From an optimization exercise on the open Yosys and OpenROAD flow, aimed at small area and a short achievable clock period; shortcuts taken in it are not production practice. Function was checked by simulation only, so behaviour that the tests miss may differ from the original. Power figures rest on the tool's default switching activity, not on a simulated workload.

## run A
## DSP
module DSP (a,b,c,d,clk,rst_n,p);
    parameter OPERATION = "ADD" ;
    input [17:0] a,b,d;
    input [47:0] c;
    input clk,rst_n;
    output reg [47:0] p;
    wire [19:0] ax = {2'b00, a};
        reg [8:0] bo, bt, bn;
    reg bz;
    reg [17:0] s1;
    wire [17:0] s0;
    ks18 u_pre (.a(b), .b(d), .s(s0));
    reg [115:0] x;
    reg [47:0] r0;
    reg [47:8] r1;
    reg rc;
    wire [47:0] cd = {c[47:36] - 12'd1, c[35:0]};
    wire [115:0] xn;
    wire [8:0] nn = ~bn;
    wire [18:0] sx = {1'b0, s1};
    wire [18:0] sy = {s1, 1'b0};
    wire [17:0] pz = {18{bz}} & s1;
    wire [18:0] pp0 = (({19{bo[0]}} & sx) | ({19{bt[0]}} & sy)) ^ {19{bn[0]}};
    wire [18:0] pp1 = (({19{bo[1]}} & sx) | ({19{bt[1]}} & sy)) ^ {19{bn[1]}};
    wire [18:0] pp2 = (({19{bo[2]}} & sx) | ({19{bt[2]}} & sy)) ^ {19{bn[2]}};
    wire [18:0] pp3 = (({19{bo[3]}} & sx) | ({19{bt[3]}} & sy)) ^ {19{bn[3]}};
    wire [18:0] pp4 = (({19{bo[4]}} & sx) | ({19{bt[4]}} & sy)) ^ {19{bn[4]}};
    wire [18:0] pp5 = (({19{bo[5]}} & sx) | ({19{bt[5]}} & sy)) ^ {19{bn[5]}};
    wire [18:0] pp6 = (({19{bo[6]}} & sx) | ({19{bt[6]}} & sy)) ^ {19{bn[6]}};
    wire [18:0] pp7 = (({19{bo[7]}} & sx) | ({19{bt[7]}} & sy)) ^ {19{bn[7]}};
    wire [18:0] pp8 = (({19{bo[8]}} & sx) | ({19{bt[8]}} & sy)) ^ {19{bn[8]}};
    wire fs1, fk1;
    wire fs2, fk2;
    wire fs3, fk3;
    wire fs4, fk4;
    wire fs5, fk5;
    wire fs6, fk6;
    wire fs7, fk7;
    wire fs8, fk8;
    wire fs9, fk9;
    wire fs10, fk10;
    wire fs11, fk11;
    wire fs12, fk12;
    wire fs13, fk13;
    wire fs14, fk14;
    wire fs15, fk15;
    wire fs16, fk16;
    wire fs17, fk17;
    wire fs18, fk18;
    wire fs19, fk19;
    wire fs20, fk20;
    wire fs21, fk21;
    wire fs22, fk22;
    wire fs23, fk23;
    wire fs24, fk24;
    wire fs25, fk25;
    wire fs26, fk26;
    wire fs27, fk27;
    wire fs28, fk28;
    wire fs29, fk29;
    wire fs30, fk30;
    wire gs1, gk1;
    wire fs31, fk31;
    wire fs32, fk32;
    wire gs2, gk2;
    wire fs33, fk33;
    wire fs34, fk34;
    wire fs35, fk35;
    wire fs36, fk36;
    wire fs37, fk37;
    wire gs3, gk3;
    wire fs38, fk38;
    wire fs39, fk39;
    wire fs40, fk40;
    wire fs41, fk41;
    wire gs4, gk4;
    wire fs42, fk42;
    wire fs43, fk43;
    wire fs44, fk44;
    wire gs5, gk5;
    wire fs45, fk45;
  ...
clock: 7.0 ns
lec_check: 0
cap_margin: 20
core_margin: 2
core_utilization: 60
cts_buf_list: sky130_fd_sc_hd__clkbuf_8
setup_slack_margin: 4.4
slew_margin: 20
synth_hierarchical: 1
synth_minimum_keep_size: 0
standard.sh (not shown) runs the stock make flow with config.mk's settings and CLKGATE_MAP_FILE= SYNTH_SCRIPT=/design/flow/synth_recipe.tcl, a recipe that flattens the netlist after the stock synthesis.
==> flow/flow/run.sh <==
#!/bin/bash
# Standard ORFS layout (the standard.sh, unchanged synthesis), except that the
# input and output ports are buffered with a plain buffer cell instead of the
# delay-type buffer that buffer_ports picks by default.
set -euo pipefail
bash standard.sh "BUFFER_PORTS_ARGS=-buffer_cell sky130_fd_sc_hd__buf_2" finish > orfs_make.log 2>&1
Run A finished all stages; the layout is clean.
Changes in run B relative to run A:
- SETUP_SLACK_MARGIN now 4.5, was 4.4
Run B did not stop at any stage, and its layout met the timing, design-rule and antenna checks.
Changes observed in run B relative to run A: arrival time of the worst setup path ~0 delta, share of cell area taken by multi-input logic gates +0.27 points, post-route core utilization ~0 delta, met1 capacity usage during global routing +0.57 points.
### run B -> run C
- an added ABC_AREA of 1
--- outcome ---
- Comparing global-route wire length before repair for run C and run B, the bigger number came from run C.
- Comparing run B with run C, the flip-flop and latch count after synthesis came out essentially unchanged.
- nand2_1 as the commonest non-fill, non-tap cell in the layout was reported by run C, and dfrtp_1 by run B.
- Run C vs. run B: setup slack of the critical path after layout went up by 0.060 ns.
- Looking at fraction of area in non-clock buffers across run C and run B, the one that comes out lower is run C.
- Run B was routed with fewer vias than run C.
- On met2 layer usage reported by global route, the lower figure sits with run B, not run C.
## Diff of input files: run D against run C
- ABC_AREA: 1 -> unset
diff --git a/flow/flow/run.sh b/flow/flow/run.sh
--- a/flow/flow/run.sh
+++ b/flow/flow/run.sh
@@ -5,2 +5,2 @@
 set -euo pipefail
-bash standard.sh "BUFFER_PORTS_ARGS=-buffer_cell sky130_fd_sc_hd__buf_2" finish > orfs_make.log 2>&1
+bash standard.sh "BUFFER_PORTS_ARGS=-buffer_cell sky130_fd_sc_hd__buf_1" finish > orfs_make.log 2>&1
Notes after the runs:
Destination of the critical timing path: r1[12]$_DFF_PN0_ -> run D, p[7] -> run C. Power per unit of standard cell area: run D > run C. Share of synthesized cell area in and, or, nand and nor gates, run D and run C: smaller value in run D. [run D] final core utilization fell 0.22 points relative to run C. Lower initial standard-cell utilization of the core goes to run D over run C. On achievable clock frequency, run D does worse than run C. Taking run C as the reference, in run D routed wire length saw a decrease, worst setup slack saw a decrease, area after synthesis saw a decrease, arrival time of the worst setup path saw an increase, share of power burned in registers saw an increase.

---

Another version of the RTL of DSP (not shown whole).
Size in the first run: ~150 I/O pins, roughly 0.018 mm² of cells after synthesis.
==> flow/config.mk <==
export PLATFORM = sky130hd
export DESIGN_NAME = DSP
export DESIGN_NICKNAME = DSP
export VERILOG_FILES = /design/flow/design.v
export SDC_FILE = /design/flow/constraint.sdc
export NUM_CORES = 4
export LEC_CHECK = 0
export CAP_MARGIN = 20
export CORE_MARGIN = 2
export CORE_UTILIZATION = 60
export CTS_BUF_LIST = sky130_fd_sc_hd__clkbuf_8
export CTS_CLUSTER_DIAMETER = 60
export CTS_CLUSTER_SIZE = 16
export SETUP_SLACK_MARGIN = 4.5
export SLEW_MARGIN = 20
export SYNTH_HIERARCHICAL = 1
export SYNTH_MINIMUM_KEEP_SIZE = 0
==> flow/constraint.sdc <==
create_clock -name core_clock -period 7.0 [get_ports {clk}]
set_input_delay 1.4000 -clock core_clock [delete_from_list [all_inputs] [get_ports {clk}]]
set_output_delay 1.4000 -clock core_clock [all_outputs]
set_load 0.01 [all_outputs]
==> flow/flow/run.sh <==
#!/bin/bash
# Standard ORFS layout (the standard.sh, unchanged synthesis), except that the
# input and output ports are buffered with a plain buffer cell instead of the
# delay-type buffer that buffer_ports picks by default.
set -euo pipefail
bash standard.sh "BUFFER_PORTS_ARGS=-buffer_cell sky130_fd_sc_hd__buf_1" finish > orfs_make.log 2>&1
Next try:
==> flow/flow/run.sh (replaced) <==
#!/bin/bash
# Standard ORFS layout (the standard.sh, unchanged synthesis), except:
# - the input and output ports are buffered with a plain buf_1 instead of the
#   delay-type buffer that buffer_ports picks by default;
# - clock tree synthesis inserts no dummy load cells.
set -euo pipefail
bash standard.sh \
  "BUFFER_PORTS_ARGS=-buffer_cell sky130_fd_sc_hd__buf_1" \
  "CTS_ARGS=-sink_clustering_enable -repair_clock_nets -sink_clustering_size 30 -sink_clustering_max_diameter 80 -buf_list sky130_fd_sc_hd__clkbuf_16 -dont_use_dummy_load" \
  finish > orfs_make.log 2>&1
Settings changed: CTS_BUF_LIST sky130_fd_sc_hd__clkbuf_8 to sky130_fd_sc_hd__clkbuf_16, CTS_CLUSTER_DIAMETER 60 to 80, CTS_CLUSTER_SIZE 16 to 30.
Hold slack improved by 0.0065 ns.
Wire length is about the same.
Clock skew went up by 0.029 ns.
Core utilization goes down by 0.39 points.
Setup slack gets worse by 0.047 ns.
Cell area fell by 0.58%.
Cell count fell by 1.3%.
Sequential power stays flat.
Next try:
--- a/flow/flow/run.sh
+++ b/flow/flow/run.sh
@@ -7,4 +7,4 @@
 bash standard.sh \
   "BUFFER_PORTS_ARGS=-buffer_cell sky130_fd_sc_hd__buf_1" \
-  "CTS_ARGS=-sink_clustering_enable -repair_clock_nets -sink_clustering_size 30 -sink_clustering_max_diameter 80 -buf_list sky130_fd_sc_hd__clkbuf_16 -dont_use_dummy_load" \
+  "CTS_ARGS=-sink_clustering_enable -repair_clock_nets -sink_clustering_size 16 -sink_clustering_max_diameter 60 -buf_list sky130_fd_sc_hd__clkbuf_8 -dont_use_dummy_load" \
   finish > orfs_make.log 2>&1
Settings changed: CORE_UTILIZATION 60 to 67, CTS_BUF_LIST sky130_fd_sc_hd__clkbuf_16 to sky130_fd_sc_hd__clkbuf_8, CTS_CLUSTER_DIAMETER 80 to 60, CTS_CLUSTER_SIZE 30 to 16.
Non-clock buffer count falls by 5.
Routed wire length falls by about 2.6%.
Die area falls by 10%.
Critical path depth is unchanged.
Via count rises by about 0.32%.
Design area falls by about 0.9%.
Sequential cell count is unchanged.
Maximum frequency rises by 2.5%.
Synthesized area does not change.
Clock power falls by 13%.

-- static timing again, ports no longer ideal --
No port has a modelled driver above. Below, the same layouts with a new extraction and two added sets of constraints.
Step 1: set_driving_cell puts a clkbuf_16 on clk and a buf_2 on each other input, an assumption about the parent block.
Step 2 times the ports against the registers' clock, not the clock port: input delays grow and output delays shrink by t, the midpoint of the rising clock arrivals with the driver on.
Three values: ideal, step 1, step 2; two values: the first two.
| run | t, ns | setup slack, ns | worst data-port slew with drivers (ns) |
|---|---|---|---|
| run A | 0.621 | 4.419 / 4.419 / 3.887 | 0.05 |
| run B | 0.619 | 4.459 / 4.459 / 3.917 | 0.05 |
| run C | 0.615 | 4.519 / 4.472 / 3.973 | 0.05 |
| run D | 0.619 | 4.454 / 4.454 / 3.908 | 0.04 |
| the first run of note 2 | 0.619 | 4.484 / 4.469 / 3.903 | 0.05 |
| the second run of note 2 | 0.539 | 4.437 / 4.468 / 3.929 | 0.05 |
| the third run of note 2 | 0.598 | 4.500 / 4.466 / 3.920 | 0.04 |
After both steps setup and hold are still met in every run listed. For the first run of note 2, which loses most, drivers alone change the setup slack by -0.015 ns; drivers and shift together by -0.581 ns.
